Context: an optimization exercise on an open-source flow, tuned for a short achievable clock period and few clock cycles. The choices shown serve that exercise and are no tape-out recipe.
In this exercise RTL edits were held to simulation tests only and were not proved equivalent to the original.
Power figures rest on the tool's default switching activity, not on a simulated workload.

## flow/design.v (module list and top-level ports; edited modules follow where they fit)
// module armv4core: 1108 lines
// module ks_add32: 30 lines
module armv4core (
    input clk,
    input rst_n,
    input en,
    input           i_irq,
    input [31:0]    i_irq_r0,
    output          o_rom_en,
    output [31:0]   o_rom_addr,
    input [31:0]    i_rom_data,
    output          o_ram_en,
    output          o_ram_wr,
    output [1:0]    o_ram_size,
    output [31:0]   o_ram_addr,
    input [31:0]    i_ram_rdata,
    output [31:0]   o_ram_wdata
);
  // ...
==> flow/flow/run.sh <==
#!/bin/bash
set -uo pipefail
MARGIN=$(cat flow/margin.txt 2>/dev/null || echo 8)
bash standard.sh SETUP_SLACK_MARGIN=$MARGIN "BUFFER_PORTS_ARGS=-buffer_cell sky130_fd_sc_hd__buf_4" finish > standard.log 2>&1
st=$?
cp -f orfs/logs/*/armv4core/base/*.log . 2>/dev/null || true
exit $st
==> flow/flow/margin.txt <==
8
==> flow/standard.sh <==
#!/bin/bash
# synth_recipe.tcl (not shown) runs the flow's synth.tcl, then flattens the netlist and writes it again
# the make line also repeats each setting of config.mk as NAME=value (left out here)
make -C /OpenROAD-flow-scripts/flow DESIGN_CONFIG=/design/flow/config.mk WORK_HOME=/design/flow/orfs CLKGATE_MAP_FILE= SYNTH_SCRIPT=/design/flow/synth_recipe.tcl "${@:-finish}"
==> flow/config.mk <==
export PLATFORM = sky130hd
export DESIGN_NAME = armv4core
export DESIGN_NICKNAME = armv4core
export VERILOG_FILES = /design/flow/design.v
export SDC_FILE = /design/flow/constraint.sdc
export NUM_CORES = 8
export LEC_CHECK = 0
export CAP_MARGIN = 50
export CORE_MARGIN = 2
export CORE_UTILIZATION = 30
export GPL_TIMING_DRIVEN = 1
export SLEW_MARGIN = 50
export SYNTH_HIERARCHICAL = 1
export TNS_END_PERCENT = 10
==> flow/constraint.sdc <==
create_clock -name core_clock -period 12.5 [get_ports {clk}]
set_input_delay 2.5000 -clock core_clock [delete_from_list [all_inputs] [get_ports {clk}]]
set_output_delay 2.5000 -clock core_clock [all_outputs]
set_load 0.01 [all_outputs]
==> reports/qor.txt, run 1 <==
Status -> complete, no violations
Crit path to -> rb_val[24]$_DFFE_PN0P_
Setup TNS -> 0 ps
Setup crit start -> r_osel[0]$_DFFE_PN0P_
CTS Hold Bufs -> 0
First-pass GRT wire length -> 1591000 um
Initial antenna violation count -> 177
Fill cells -> 62910
Crit end category -> register
Latest clock arrival within the worst-skew pair -> 1080 ps
Max Used Layer -> met5
Htree depth -> 5
Clock sinks -> 2783
CP startpoint kind -> register
Largest net degree at the start of global routing -> 108
Syn Nets -> 21940
Diode count -> 91
GRT Overall Usage -> 36.55%
Slew Limit Fails -> 0
Initial Utilization -> 30.05%
Pre-CTS setup slack -> 5421 ps
Leak -> 93.04 nW
Min-Delay Endpoint -> idx_e[0]$_DFFE_PN0P_
Commonest cells after routing, fill and taps aside -> 3278 x nand2_1, 2596 x dfrtp_1, 1764 x nor2_1
Post-CTS setup buffers -> 195
Tapcells -> 8148
Via/cell ratio -> 6.404
R2R Setup Slk -> 7210 ps
Core Region -> 618300 um2
Met3 Track Usage GR -> 11.76%
DRC Markers -> 0
Area after DPL -> 202100 um2
Reg power frac -> 23.2%
GR Util met1 -> 45.11%
Pwr top -> combinational cells
Worst slew pin tran -> 953.1 ps
Die Width -> 791.0 um
Testbench counts, summed over its fixed seeds: cycles 179,045.
==> run 2: changes to the inputs <==
--- a/flow/design.v
+++ b/flow/design.v
@@ -118,16 +118,17 @@
     reg        path_e;
     reg [31:0] alt_e, tgt_e, ptgt_e, pc_e;
     reg [31:0] addr_e;           
     reg        ram_en_q, ram_wr_q;
     reg        tmis_e;           
     reg        ret_late_e;       
     reg        fold_e;           
     reg        dfr_e;            
+    reg        ret_hit_q;        
     reg        eq_v;             
     reg [3:0]  eq_idx;
     reg [31:0] eq_data;
     reg        lc_a_e, lc_b_e;   
     reg        kill_q;           
     reg [31:0] kalt_q;           
     reg [7:0]  kill_g_q;
     reg [31:0] dfr_pc;
@@ -240,17 +241,17 @@
     wire irq_take = ev & k_irq & irq_ok;
     wire blk_final = k_blk & blk_pc_e & (e_left == 5'd1);
     wire swap_ret = ev & blk_final & cp & blk_s_e;
     wire [3:0] nzcv_oth = swap_ret ? spsr_nzcv :
                           (ev & cp & k_msr & ~spsr_sel_e) ? op2_e[31:28] :
                           (ev & e_new & cp & setf_e) ? alu_nzcv : nzcv;
     wire [31:0] ret_val = (ret_late_e & w_v) ? w_data : op2_e;
     wire ret_hit = path_e & (ret_val == ptgt_e);         
-    wire ret_hit_e = path_e & (op2_e == ptgt_e);         
+    wire ret_hit_e = path_e & ret_hit_q;                 
     wire kill_n = (ev & e_new & k_ret & ret_late_e & cp & ~ret_hit) | st_inval;
     reg        redir_e;
     reg [31:0] tgt_re;
     always @(*) begin
         redir_e = 1'b0;
         tgt_re = alt_e;
         if (ev) begin
             if (k_irq) begin
@@ -333,17 +334,18 @@
                 (rb_early & e_late_wr & (rd_e == rb_idx)) | (rb_early & w_v & (w_rd == rb_idx)));
     wire hz_c = rc_use & (rc_idx != 4'd15) & ((eld_any & (eld_rd == rc_idx)) |
                 (rc_early & e_late_wr & (rd_e == rc_idx)) | (rc_early & w_v & (w_rd == rc_idx)));
     wire stm_hz = r_blk & ~r_load & eld_any & (|(ins_r[15:0] & eld_oh_q));
     wire rrx_hz = r_memreg & sh_rrx & v_e & (setf_e | k_msr);
     wire r_memop = r_ldr | r_hw | r_swp | r_blk;
     wire cond_hz = r_memop & (ins_r[31:28] != 4'he) & v_e & (setf_e | k_msr);
     wire lr_hz = (r_blk | r_swp) & v_e & e_new & k_ret & ret_late_e;
-    wire hazard_c = hz_a | hz_b | hz_c | stm_hz | rrx_hz | cond_hz | lr_hz;    
+    wire rt_hz = r_ret & e_late_wr & (rd_e == 4'd14);
+    wire hazard_c = hz_a | hz_b | hz_c | stm_hz | rrx_hz | cond_hz | lr_hz | rt_hz;    
     wire r_dstore = (r_ldr | r_hw) & r_store & ins_r[24];
     wire defer_r = r_dstore & (ra_idx != 4'd15) &
                    ((e_late_wr & (rd_e == ra_idx)) | (w_v & (w_rd == ra_idx)));
     reg  hazard_q;
     wire hazard = hazard_q;
     wire stall_r = e_busy | hazard | (r_needpre & ~r_pre);
     wire adv = ~(v_r & stall_r);
     wire [4:0]  shk = sh_k;
@@ -679,24 +681,26 @@
     wire dq_cnd = ~irq_inj & (d_mem | d_swp | d_blk) & (ins[31:28] != 4'he);
     wire n_eld_sx = ~e_busy & go_n & ~r_irq & r_hw & ins_r[6] & r_load;
     wire hz_d = hzf(d_ra, dq_ra_use, dq_ra_early, dq_lcmp & ~n_eld_sx, n_eld, n_eld_rd, n_late, n_rd, n_wv, n_wrd) |
                 hzf(d_rb, dq_rb_use, dq_rb_early, dq_skip | (dq_lcmp & ~n_eld_sx), n_eld, n_eld_rd, n_late, n_rd, n_wv, n_wrd) |
                 hzf(d_rc, dq_rc_use, dq_rc_early, 1'b0, n_eld, n_eld_rd, n_late, n_rd, n_wv, n_wrd) |
                 (dq_stm & n_eld & (|(ins[15:0] & n_eld_oh))) |
                 ((dq_rrx | dq_cnd) & n_flagw) |
                 (~irq_inj & (d_mem | d_swp | d_blk) & n_dfr) |
-                (~irq_inj & (d_swp | d_blk) & n_lr);
+                (~irq_inj & (d_swp | d_blk) & n_lr) |
+                (~irq_inj & d_ret & n_late & (n_rd == 4'd14));
     wire hz_r = hzf(ra_idx, ra_use, ra_early_x, r_lcmp & ~n_eld_sx, n_eld, n_eld_rd, n_late, n_rd, n_wv, n_wrd) |
                 hzf(rb_idx, rb_use, rb_early, ret_skip | (r_lcmp & ~n_eld_sx), n_eld, n_eld_rd, n_late, n_rd, n_wv, n_wrd) |
                 hzf(rc_idx, rc_use, rc_early, 1'b0, n_eld, n_eld_rd, n_late, n_rd, n_wv, n_wrd) |
                 (r_blk & ~r_load & n_eld & (|(ins_r[15:0] & n_eld_oh))) |
                 (((r_memreg & sh_rrx) | (r_memop & (ins_r[31:28] != 4'he))) & n_flagw) |
                 (r_memop & n_dfr) |
-                ((r_blk | r_swp) & n_lr);
+                ((r_blk | r_swp) & n_lr) |
+                (r_ret & n_late & (n_rd == 4'd14));
     reg        x_inv_a, x_inv_b, x_arith, x_rdwe, x_op1z;
     reg [1:0]  x_cin, x_lsel;
     always @(*) begin
         x_inv_a = 1'b0; x_inv_b = 1'b0; x_arith = 1'b0; x_rdwe = 1'b1; x_op1z = 1'b0;
         x_cin = 2'd0; x_lsel = 2'd0;
         case (ins_r[24:21])
             4'b0000: x_lsel = 2'd1;
             4'b0001: x_lsel = 2'd2;
@@ -751,17 +755,17 @@
             r_pre <= 1'b0; rs_amt_q <= 8'd0; off_q <= 32'd0;
             v_e <= 1'b0; e_new <= 1'b0; e_left <= 5'd0; acc_left <= 5'd0;
             k_dp <= 1'b0; k_b <= 1'b0; k_ret <= 1'b0; k_dppc <= 1'b0; k_mem <= 1'b0; k_blk <= 1'b0;
             k_swp <= 1'b0; k_mrs <= 1'b0; k_msr <= 1'b0; k_irq <= 1'b0;
             cond_e <= 4'd0; op1_e <= 32'd0; op2_e <= 32'd0; shc_e <= 1'b0; shcf_e <= 1'b0; rrx_e <= 1'b0;
             inv_a_e <= 1'b0; inv_b_e <= 1'b0; cin_e <= 2'd0; lsel_e <= 2'd0; setf_e <= 1'b0; arith_e <= 1'b0;
             rd_e <= 4'd0; rdwe_e <= 1'b0; early_e <= 1'b0; early_val_e <= 32'd0; spsr_sel_e <= 1'b0;
             path_e <= 1'b0; alt_e <= 32'd0; tgt_e <= 32'd0; ptgt_e <= 32'd0; pc_e <= 32'd0;
-            addr_e <= 32'd0; ram_en_q <= 1'b0; ram_wr_q <= 1'b0; tmis_e <= 1'b0; ret_late_e <= 1'b0; fold_e <= 1'b0; fcond_e <= 4'd0; dfr_e <= 1'b0; dfr_pc <= 32'd0; eq_v <= 1'b0; eq_idx <= 4'd0; eq_data <= 32'd0; lc_a_e <= 1'b0; lc_b_e <= 1'b0; kill_q <= 1'b0; kalt_q <= 32'd0; kill_g_q <= 8'd0; host_e <= 1'b0;
+            addr_e <= 32'd0; ram_en_q <= 1'b0; ram_wr_q <= 1'b0; tmis_e <= 1'b0; ret_late_e <= 1'b0; fold_e <= 1'b0; fcond_e <= 4'd0; dfr_e <= 1'b0; dfr_pc <= 32'd0; ret_hit_q <= 1'b0; eq_v <= 1'b0; eq_idx <= 4'd0; eq_data <= 32'd0; lc_a_e <= 1'b0; lc_b_e <= 1'b0; kill_q <= 1'b0; kalt_q <= 32'd0; kill_g_q <= 8'd0; host_e <= 1'b0;
             prev_v <= 1'b0; prev_host <= 1'b0; prev_setf <= 1'b0; prev_pc <= 32'd0; st_e <= 1'b0; ld_e <= 1'b0;
             r_immx <= 32'd0; r_osel <= 6'd0;
             sign_e <= 1'b0; u_e <= 1'b0; blk_l_e <= 1'b0; blk_pc_e <= 1'b0; blk_s_e <= 1'b0; size_e <= 2'd0;
             ldrd_e <= 4'd0; bwd_e <= 1'b0; cpm_e <= 1'b0; idx_e <= 10'd0; g_e <= 8'd0; cur_k_e <= 4'd0; nk_e <= 4'd0; rest2_e <= 16'd0; wdata_e <= 32'd0; bl_e <= 1'b0;
             hazard_q <= 1'b0; busy_q <= 1'b0; eld_q <= 1'b0; eld_rd_q <= 4'd0; eld_oh_q <= 16'd0; e_late_q <= 1'b0; e_early_q <= 1'b0; e_earlyc_q <= 1'b0;
             w_v <= 1'b0; w_rd <= 4'd0; w_sign <= 1'b0; w_size <= 2'd0; pcld_q <= 32'd0;
             ras_n <= 4'd0; ras_sp <= 3'd0; ras_tq <= 14'd0;
             btb_rr <= 3'd0;
@@ -881,16 +885,17 @@
                 k_mem <= ~r_irq & (r_ldr | r_hw);
                 k_blk <= ~r_irq & r_blk;
                 k_swp <= ~r_irq & r_swp;
                 k_mrs <= ~r_irq & r_mrs;
                 k_msr <= ~r_irq & r_msr;
                 k_irq <= r_irq;
                 path_e <= path_r;
                 tmis_e <= pr_taken & r_b & (pr_tgt != b_tgt);
+                ret_hit_q <= ((wfb ? w_data : rb_val) == ptgt_r);
                 lc_a_e <= r_lcmp_ok & ra_use & eld_q & cpm_e & ~kill_q & (eld_rd_q == ra_idx) & (ra_idx != 4'd15);
                 lc_b_e <= r_lcmp_ok & rb_use & eld_q & cpm_e & ~kill_q & (eld_rd_q == rb_idx) & (rb_idx != 4'd15);
                 fold_e <= pr_fold & r_hostok;
                 fcond_e <= pr_fcond;
                 host_e <= r_hostable;
                 ret_late_e <= ret_skip & eld_q & (eld_rd_q == 4'd14);
                 alt_e <= (pr_fold & r_hostok) ? pc8_r : alt_r;
                 tgt_e <= b_tgt;
--- a/flow/config.mk
+++ b/flow/config.mk
@@ -6,9 +6,9 @@
 export NUM_CORES = 8
 export LEC_CHECK = 0
 export CAP_MARGIN = 50
 export CORE_MARGIN = 2
 export CORE_UTILIZATION = 30
 export GPL_TIMING_DRIVEN = 1
 export SLEW_MARGIN = 50
 export SYNTH_HIERARCHICAL = 1
-export TNS_END_PERCENT = 10
+export TNS_END_PERCENT = 100
==> run 2 against run 1 <==
Compared with the run above: still clean on timing, DRC and antenna; sequential power shrank 6%; design area grew 0.62%; worst hold slack improved by 52 ps; die area is 0.53% lower; register-to-register slack gained 560 ps; flip-flop and latch count increased by 1; highest routed layer unchanged.
==> reports/qor.txt, run 2 <==
R2R Path End -> pc_f[25]$_DFFE_PN0P_
Pre-CTS setup slack -> 5924 ps (+502.8 ps)
Initial DRC Count -> 33130
Grt ovf -> 0
Clk buf depth -> 4
Clock sinks -> 2784 (+0.036%)
Crit end category -> register
Status -> complete, no violations
Arrival time worst endpoint -> 5740 ps
Via/cell ratio -> 6.471 (+1.1%)
Combinational share of power -> 60.2%
Mapped Area -> 184800 um2
Vias in the first global route -> 176500
Reg power frac -> 23.8% (+0.6 points)
Hold Path Class -> reg -> reg
R2R Path Start -> nzcv[1]$_DFFE_PN0P_
Crit path required time -> 13440 ps
Largest net degree at the start of global routing -> 126 (+17%)
Register area -> 70000 um2
Layout cells sized above 1 -> 21.13%
P_sw -> 37.65 mW
RSZ-0062 raised after global routing -> true
Int Pwr -> 31.78 mW
Clk pwr share -> 15.9%
Remaining antenna violation count -> 0
First-pass GRT wire length -> 1528000 um (-3.9%)
Initial antenna violation count -> 182 (+2.8%)
CP max FO -> 32
Max-Slew Margin vs Limit -> 37.35%
DRC Markers -> 0 (unchanged)
Min-Delay Endpoint -> idx_e[4]$_DFFE_PN0P_
Syn Nets -> 22060 (+0.55%)
Synth Area per Inst -> 8.541 um2
Slew Limit Fails -> 0 (unchanged)
WL final -> 1152000 um
Fin crit period -> 4801 ps
Commonest cells after routing, fill and taps aside -> 2994 x nand2_1, 2588 x dfrtp_1, 1767 x nor2_1
Cell area after layout -> 224700 um2
Via count -> 195900
Clock skew -> 129.2 ps
Regs by FF count -> rcur x480, rsh x480, pht x128
Setup Crit Path Kind -> in -> reg
Hold Vio Cnt, Final -> 0
Htree depth -> 5 (unchanged)
Finish-stage setup viols -> 0
Warnings from Yosys -> 20
CP startpoint kind -> primary input
Hold wc startpoint -> pr_idx[4]$_DFFE_PN0P_
Die area -> 622300 um2
Core Region -> 614400 um2 (-0.64%)
Area after DPL -> 200300 um2 (-0.89%)
Row cnt -> 288
Setup TNS -> 0 ps (unchanged)
Die span in y -> 788.9 um
Worst r2r path cells -> 21
Final GP Congestion -> 1.139
Commonest non-fill, non-tap cell in the layout -> nand2_1
Power per cell area -> 309.0 nW/um2
R2R Setup Slk -> 7770 ps (+560 ps)
Setup crit start -> i_rom_data[19]
Multi-input combinational cell area -> 113100 um2
Cells after synthesis -> 21640
Die Width -> 788.9 um (-0.27%)
Worst slew pin tran -> 913.6 ps (-39.45 ps)
Cts bufs inserted -> 342
Buffers added on ports -> 200
Sw Ratio -> 54.22%
DP Wirelength -> 803000 um
Worst setup margin -> 7699 ps
Root Driver -> clkbuf_16
GRT Overall Usage -> 34.88% (-1.7 points)
Fin crit share -> 38.41%
Max-cap violations -> 0
Fill cells -> 61720 (-1.9%)
VDD IR-drop max -> 0.0006037 V
Clock-pin transition on the worst setup and hold timing paths -> 70 ps
Routed length per instance -> 38.08 um
Detailed Routing Iterations Pass 1 -> 19
CTS tree -> built
Hold Crit Depth -> 2
Leak -> 93.14 nW (+0.11%)
Maximum clock rate -> 208.3 MHz
Layout net count -> 22120
Initial Utilization -> 30.08% (+0.031 points)
CTS Hold Bufs -> 0 (unchanged)
Area growth from synthesis to layout -> 21.57%
# IOs -> 201
Latest clock arrival within the worst-skew pair -> 1090 ps (about the same)
run 2: metal layers:
layer / vias up / part of all wire, % / global-route usage [%]
li1: 78170 / - / -
met1: 96610 / 36 / 42.13
met2: 16200 / 39 / 47.01
met3: 4814 / 14 / 15.20
met4: 66 / 11 / 29.79
met5: - / 0.068 / 0.3204
run 2: worst max-delay path by stage:
stage                        endpoint  slack, ps  cells after the start
2_1_floorplan     nzcv[0]$_DFFE_PN0P_       7470                     16
3_3_place_gp   ra_val[12]$_DFFE_PN0P_       5520                     14
3_5_place_dp   rb_val[28]$_DFFE_PN0P_       5920                     14
4_1_cts        rb_val[28]$_DFFE_PN0P_       7850                     14
5_1_grt        rb_val[29]$_DFFE_PN0P_       7700                     22
6_report       ra_val[28]$_DFFE_PN0P_       7700                     14
run 2: worst max-delay path: stages:
cell	delay [ps]
buf_8	110
mux2i_4	160
buf_12	150
buf_4	110
a211oi_4	50
and2_2	240
clkbuf_8	350
a222oi_1	640
o2111ai_4	320
o211ai_1	280
o211ai_1	150
o211ai_1	190
o21ai_1	130
mux2_2	280
run 2: timing repair:
item,4_1_cts,5_1_grt
gates resized for setup,653,621
setup endpoints to repair,1342,669
gates cloned,27,31
pin swaps,125,259
setup buffers,208,264
run 2: stage by stage:
| stage | util [%] | hold WS, ps | power [mW] | std cells |
|---|---|---|---|---|
| global route | 36.52 | 491.2 | 69.84 | 30160 |
| global placement | 32.10 | 450.0 | 50.15 | 28840 |
| detailed placement | 32.61 | 455.4 | 50.98 | 28920 |
| floorplan | - | 438.1 | 31.88 | 21640 |
| CTS | 35.46 | 470.9 | 64.14 | 29790 |
| finish | 36.57 | 474.9 | 69.43 | 30270 |
run 2: layout make-up:
cell class	count	area share (%)
Clock inverter	151	1.063
Timing Repair Buffer	1679	7.701
Inverter	397	0.6928
Antenna cell	152	0.1693
Clock buffer	487	4.359
Sequential cell	2784	31.16
Multi-Input combinational cell	16500	50.34
Tap cell	8120	4.522
run 2: power groups by stage:
| stage | Clock [mW] | Combinational (mW) | Sequential [mW] |
|---|---|---|---|
| after floorplan | 0 | 18.6 | 13.3 |
| after global placement | 0 | 34.0 | 16.1 |
| after detailed placement | 0 | 34.7 | 16.2 |
| after CTS | 11.1 | 37.0 | 16.1 |
| after global routing | 11.5 | 41.9 | 16.5 |
| final | 11.1 | 41.8 | 16.6 |
Testbench counts of run 2, summed over its fixed seeds: cycles 179,045.

-- afterwards: timing with drivers on the ports --
How much do the figures lean on ideal ports? The routed layouts below were timed once more, with nothing changed but the port constraints. Step 1 assumes that a clkbuf_16 drives the clock port and a buf_2 every other input. Step 2 moves the port delays by t, midway between the first and last clock arrival at a register: inputs arrive t later, outputs are due t later. That takes back most of the time a late clock gives input paths. Three values: ideal, step 1, step 2; two values: the first two.
run	shift t [ns]	slack for setup (ns)	hold slack, ns	worst setup path at the end	clock arrival spread, ns
run 1	1.178	7.207 / 7.207 / 6.203	0.423 / 0.423 / 0.423	input to register	0.108 / 0.108
run 2	1.145	7.699 / 7.567 / 6.423	0.475 / 0.475 / 0.475	input to register	0.134 / 0.133
After both steps setup and hold are still met in every run listed. The setup slack of run 2, which loses most, moves by -0.132 ns with the drivers and by -1.276 ns with both steps.
